Context: an optimization exercise on an open-source flow, tuned for small area and a short achievable clock period. The choices shown serve that exercise and are no tape-out recipe.
At most, simulation tests tie the RTL to the original design; equivalence was not proved.
The RTL of run 2 was laid out without a check of its function.

==> flow/design.v, too long to show whole: its modules and the start of the top module <==
// module sig_altmult_add: 2160 lines
module sig_altmult_add
(
	input signed [15:0] dataa, datab, datac, datad,
	input 		clock, aclr,
	output reg 	[32:0] result
);
  // ...
==> flow/flow/run.sh <==
#!/bin/bash
set -uo pipefail
here=$(pwd)
bash standard.sh "SYNTH_ARGS=-noabc" \
  "BUFFER_PORTS_ARGS=-buffer_cell sky130_fd_sc_hd__buf_1" \
  "POST_FLOORPLAN_TCL=$here/flow/upsize.tcl" finish > run_make.log 2>&1
status=$?
tail -20 run_make.log
exit $status
==> flow/flow/upsize.tcl <==
foreach inst [get_cells -quiet {a_r* c_r* m0_* m1_*}] {
  if {[get_property [get_lib_cells -of_objects $inst] name] == "sky130_fd_sc_hd__dfxtp_1"} {
    replace_cell $inst sky130_fd_sc_hd__dfxtp_4
  }
}
==> flow/standard.sh <==
#!/bin/bash
# synth_recipe.tcl (not shown) runs the flow's synth.tcl, then flattens the netlist and writes it again
# the make line also repeats each setting of config.mk as NAME=value (left out here)
make -C /OpenROAD-flow-scripts/flow DESIGN_CONFIG=/design/flow/config.mk WORK_HOME=/design/flow/orfs CLKGATE_MAP_FILE= SYNTH_SCRIPT=/design/flow/synth_recipe.tcl "${@:-finish}"
==> flow/config.mk <==
export PLATFORM = sky130hd
export DESIGN_NAME = sig_altmult_add
export DESIGN_NICKNAME = sig_altmult_add
export VERILOG_FILES = /design/flow/design.v
export SDC_FILE = /design/flow/constraint.sdc
export NUM_CORES = 4
export LEC_CHECK = 0
export CAP_MARGIN = 20
export CORE_MARGIN = 2
export CORE_UTILIZATION = 40
export CTS_BUF_LIST = sky130_fd_sc_hd__clkbuf_8
export CTS_CLUSTER_DIAMETER = 60
export CTS_CLUSTER_SIZE = 16
export SETUP_SLACK_MARGIN = 3.95
export SLEW_MARGIN = 20
==> flow/constraint.sdc <==
create_clock -name core_clock -period 7.0 [get_ports {clock}]
set_input_delay 1.4000 -clock core_clock [delete_from_list [all_inputs] [get_ports {clock}]]
set_output_delay 1.4000 -clock core_clock [all_outputs]
set_load 0.01 [all_outputs]
==> results by group, run 1 <==
Run status
  • Outcome: complete, no violations

Synthesis
  • Biggest area contributors in the synthesized netlist: sky130_fd_sc_hd__dfxtp_1 25%, sky130_fd_sc_hd__fa_1 25%, sky130_fd_sc_hd__xnor2_1 17%
  • Part of the Yosys area used for sequential elements: 0.256
  • Fraction of the mapped netlist area in compound gates: 0.141
  • EDFF count, synth: 0
  • Top cells by instance count after synthesis: 311 x sky130_fd_sc_hd__xnor2_1, 240 x sky130_fd_sc_hd__a22oi_1, 205 x sky130_fd_sc_hd__dfxtp_1

Final layout
  • Most frequent cells in the layout: 298 x sky130_fd_sc_hd__xnor2_1, 240 x sky130_fd_sc_hd__a22oi_1, 203 x sky130_fd_sc_hd__fa_1
  • Layout overhead on the synthesized area: 10.9%
  • Final cell utilization of the core: 0.452
  • Number of logic inverters in the finished layout: 54
  • Buffers excl. clock: 122
  • Non-clock buffering overhead: 0.0305
  • Clock distribution area overhead in the final layout: 0.0248
  • Flip-flop and latch share of the layout cell area: 0.248

Global route
  • First-pass GRT wire length: 68500 um

Routing
  • Antenna violation net count after detailed routing: 0

Clock tree
  • Buffer levels on the longest clock path: 3
  • Clock Sink Count: 208
  • Number of hold-repair buffers added at the cts stage: 0
  • Post-CTS setup buffer count: 16
  • Clock latency on the worst-skew pair: 580 ps
  • Clock tree root driver cell: sky130_fd_sc_hd__clkbuf_8
  • Resized Gates After CTS: 36

Worst setup path
  • Crit path capture: s_r[26]
  • Worst setup path start: t_r[49]
  • Slack of the worst reg-to-reg path: 3950 ps

Timing
  • Minimum setup slack in the final design: 3950 ps
  • Worst hold slack across all endpoints: 351 ps
  • Fraction of the cycle the final worst path needs: 0.436
  • Minimum period implied by the final worst setup slack: 3050 ps

Placed design
  • Number of buffer cells added on primary ports: 98

Floorplan
  • Die Width: 206 um
  • Placeable core region: 40000 um2
==> inputs of run 2 (changes only) <==
--- a/flow/design.v
+++ b/flow/design.v
@@ -3,17 +3,17 @@
 	input signed [15:0] dataa, datab, datac, datad,
 	input 		clock, aclr,
 	output reg 	[32:0] result
 );
   reg [15:0] a_r, c_r;
   reg [7:0] m0_one_r, m0_two_r, m0_neg_r, m1_one_r, m1_two_r, m1_neg_r;
   reg [91:0] t_r;
   reg [32:0] s_r;
-  reg v1, v2, v3;
+  reg v1, v2;
   wire [7:0] one0, two0, neg0;
   wire [7:0] one1, two1, neg1;
   wire m0_pp0_0;
   wire m0_pp0_1;
   wire m0_pp0_2;
   wire m0_pp0_3;
   wire m0_pp0_4;
   wire m0_pp0_5;
@@ -2138,23 +2138,22 @@
     t_r[84] <= c406;
     t_r[85] <= c370;
     t_r[86] <= s371;
     t_r[87] <= s407;
     t_r[88] <= s177;
     t_r[89] <= c292;
     t_r[90] <= c408;
     t_r[91] <= c178;
-    s_r <= sum;
   end
   always @(posedge clock or posedge aclr) begin
     if (aclr) begin
       v1 <= 1'b0;
       v2 <= 1'b0;
-      v3 <= 1'b0;
+      s_r <= {33{1'b0}};
     end else begin
       v1 <= 1'b1;
       v2 <= v1;
-      v3 <= v2;
+      s_r <= v2 ? sum : {33{1'b0}};
     end
   end
-  always @* result = s_r & {33{v3}};
+  always @* result = s_r;
 endmodule
==> run 2 against run 1 <==
Compared with the run above:
- global-route usage fell by 0.19 points
- critical path type unchanged
- sequential cell count is 1 lower
- highest routed layer unchanged
- count of clock-buffer cells in the layout is 4 lower
- largest cell class unchanged
==> results by group, run 2 <==
Worst setup path
  • Crit path kind: flop to flop
  • Arrival time worst endpoint: 3590 ps
  • Required time worst endpoint: 7500 ps
  • Maximum fanout along the worst path: 6
  • Critical Path End Type: flop
  • Kind of start point of the critical path: flop

Timing
  • Number of setup violations in the final report: 0
  • Hold Vio Cnt, Final: 0
  • Slew Limit Headroom: 0.539
  • Final number of max-transition violations: 0
  • Fraction of the cycle the final worst path needs: 0.441 (+0.00496)
  • Worst hold slack across all endpoints: 356 ps (+4.95 ps)
  • Fmax: 324 MHz
  • Fin Clk Skew: 21.5 ps
  • Setup tns final: 0 ps
  • Unrepaired setup endpoints after global routing: yes
  • Slew at the pin closest to its max-slew limit: 692 ps
  • Minimum period implied by the final worst setup slack: 3080 ps (+34.7 ps)

Placed design
  • Area after detailed placement: 17200 um2
  • Number of buffer cells added on primary ports: 98 (unchanged)
  • Post-detailed-placement half-perimeter wirelength: 32100 um
  • Final Wtd Congestion: 0.926

Global route
  • Antenna violations before repair: 1
  • Maximum number of pins on one net before global-route repair: 36
  • First-pass GRT wire length: 68100 um (-0.70%)
  • GRT Util Overall: 0.209
  • Total gr overflow: 0
  • Number of global-route vias before repair: 11369

Routing
  • Wire length per cell after detailed routing: 21.6 um
  • DRC violations left: 0
  • Antenna violation net count after detailed routing: 0 (unchanged)
  • Via total after detailed routing: 11281
  • Number of DRC violations after detailed-routing iteration 0: 1035
  • Via density: 5.52
  • Number of iterations in the first detailed-routing pass: 8
  • DRT Wirelength: 44100 um

Synthesis
  • Top cells by instance count after synthesis: 311 x sky130_fd_sc_hd__xnor2_1, 240 x sky130_fd_sc_hd__a22oi_1, 203 x sky130_fd_sc_hd__fa_1
  • Proportion of netlist area held by the largest area contributor: 0.249
  • Primary flip-flop cell chosen by synthesis mapping: sky130_fd_sc_hd__dfxtp_1
  • Synth async-reset ratio: 0.169
  • Biggest area contributors in the synthesized netlist: sky130_fd_sc_hd__fa_1 25%, sky130_fd_sc_hd__dfxtp_1 21%, sky130_fd_sc_hd__xnor2_1 17%
  • Part of the Yosys area used for sequential elements: 0.265 (+0.00825)
  • Mean area per synthesized cell: 10.9 um2
  • Number of warnings reported in the yosys synthesis log: 1
  • Netlist Area Pre-Place: 16300 um2
  • Flip-flop and latch count after synthesis: 207
  • Count leader, synth: sky130_fd_sc_hd__xnor2_1
  • Cell type with the largest total area after synthesis: sky130_fd_sc_hd__fa_1
  • Mapped Nets: 1827
  • Cells after Synth: 1497
  • Distinct cells, synth: 54
  • EDFF count, synth: 0 (unchanged)

Final layout
  • Area of the multi-input gates: 11700 um2
  • Layout overhead on the synthesized area: 11.7%
  • Ratio of cells with drive above 1 in the final layout: 0.145
  • Filler Cells Inserted: 3819
  • Max FFs per register: 92
  • Final net count: 1828
  • Most frequent cells in the layout: 292 x sky130_fd_sc_hd__xnor2_1, 240 x sky130_fd_sc_hd__a22oi_1, 201 x sky130_fd_sc_hd__fa_1
  • Register Area: 4630 um2
  • Final standard cell area without fillers: 18200 um2
  • Most flops, register: t_r
  • Ant. Diodes: 0
  • Largest regs: t_r x92, s_r x33
  • Leading cell type in the layout, fill and taps excluded: sky130_fd_sc_hd__xnor2_1

Floorplan
  • Placeable core region: 40600 um2 (+1.4%)
  • Initial Util: 0.403
  • Die Width: 206 um (about the same)
  • Std cell rows: 74
  • DIE HEIGHT: 206 um
  • Area of the die: 42400 um2
  • # IOs: 99

Clock tree
  • Clock Sink Count: 207 (-0.48%)
  • Worst-path clk slew: 100 ps
  • Number of H-tree branching levels: 1
  • CTS tree: yes
  • Buffer levels on the longest clock path: 3 (unchanged)
  • Clock tree root driver cell: sky130_fd_sc_hd__clkbuf_8
  • Clock latency on the worst-skew pair: 570 ps (about the same)
  • Total CTS buffers: 21
  • Number of hold-repair buffers added at the cts stage: 0 (unchanged)

Min path
  • Hold Crit Class: flop to flop

Flow run
  • # Max-Cap Violations: 0

Run status
  • Outcome: complete, no violations
run 2: changes by cell type after synthesis, moves of 5 or more:
| cell | previous run | this run |
|---|---|---|
| sky130_fd_sc_hd__inv_1 | 54 | 49 |
| sky130_fd_sc_hd__and2_1 | 34 | 9 |
| sky130_fd_sc_hd__xor2_1 | 55 | 49 |
| sky130_fd_sc_hd__dfxtp_1 | 205 | 172 |
| sky130_fd_sc_hd__nor2_1 | 15 | 22 |
| sky130_fd_sc_hd__dfrtp_1 | 3 | 35 |
| sky130_fd_sc_hd__nand2_1 | 34 | 40 |
| sky130_fd_sc_hd__and3_1 | 2 | 7 |
run 2: cell families after synthesis:
kind of cell | after synthesis | synth area share
xor+xnor | 361 | 0.195
compound gates | 317 | 0.142
fa+ha+maj | 294 | 0.314
flops | 207 | 0.265
buf+inv | 195 | 0.0448
simple gates | 119 | 0.0381
mux | 3 | 0.00184
other cells | 1 | 0.000230
run 2: cell type report:
| cell class | count | share of cell area |
|---|---|---|
| multi-input cells | 1095 | 0.642 |
| inverters | 50 | 0.0103 |
| repair buffers | 123 | 0.0305 |
| well taps | 532 | 0.0365 |
| flip-flops and latches | 207 | 0.254 |
| clock inverters | 17 | 0.0108 |
| clock buffers | 21 | 0.0159 |
run 2: through the flow:
stage	setup slack, ps	utilization	instances
after global routing	3800	0.450	2045
after detailed placement	3760	0.424	1984
after global placement	3820	0.424	1984
after CTS	3820	0.438	2028
after floorplan	3920	-	1497
final	3920	0.450	2045
run 2: repair_timing:
item | 4_1_cts | 5_1_grt
endpoints found under the setup margin | 8 | 18
pin swaps | 15 | 26
gates resized for setup | 13 | 54
setup buffers | 6 | 17
run 2: path summary, 6_finish.rpt:
path	from	slack, ps	cells past startpoint	end
setup / recovery	t_r[39]	3920	12	s_r[31]
min in group asynchronous	aclr	880	3	s_r[31]
setup reg to reg	t_r[39]	3920	12	s_r[31]
hold reg to reg	v1	360	0	v2
hold / removal	v1	360	0	v2
max in group asynchronous	aclr	5780	3	s_r[18]
run 2: layer usage:
layer  part of all wire  up-vias  routed length, um  track usage
li1                   -     5030                  -            -
met1               0.45     5672              19800        0.305
met2               0.44      521              19600        0.315
met3              0.089       58               3940       0.0426
met4              0.018        0                796       0.0528
met5                  0        -                  0            0
run 2: worst max-delay path: stages (launching register included):
cell and delay, ps:
sky130_fd_sc_hd__dfxtp_1 320, sky130_fd_sc_hd__ha_2 200, sky130_fd_sc_hd__xnor2_2 150, sky130_fd_sc_hd__xnor2_2 170
sky130_fd_sc_hd__maj3_2 350, sky130_fd_sc_hd__ha_4 250, sky130_fd_sc_hd__a21o_1 170, sky130_fd_sc_hd__a21o_1 180
sky130_fd_sc_hd__a21oi_2 210, sky130_fd_sc_hd__o211ai_4 150, sky130_fd_sc_hd__a221o_2 410, sky130_fd_sc_hd__a2111o_1 370
sky130_fd_sc_hd__nand3_1 80

-- static timing again, ports no longer ideal --
The results above use ideal ports. As a check the final layouts listed here were re-extracted and re-timed, cells and wires unchanged. Step 1 sets driving cells, clkbuf_16 on the clock port and buf_2 on the other inputs (assumed; they add their load-dependent delay and slew). Step 2, shift: input delay + t, output delay - t, t = (earliest + latest rising clock arrival at the registers) / 2. This alone moves slack from input paths to output paths. Slacks: ideal ports / drivers / drivers and shift; pairs: ideal ports / drivers.
| run | t, ns | slack for setup (ns) | hold WS [ns] | latest minus earliest clock arrival (ns) | cell pins on the clock port's net |
|---|---|---|---|---|---|
| run 1 | 0.611 | 3.950 / 3.909 / 3.950 | 0.351 / 0.351 / 0.351 | 0.043 / 0.043 | 1 |
| run 2 | 0.605 | 3.915 / 3.915 / 3.915 | 0.356 / 0.356 / 0.356 | 0.022 / 0.022 | 1 |
After both steps setup and hold are still met in every run listed.
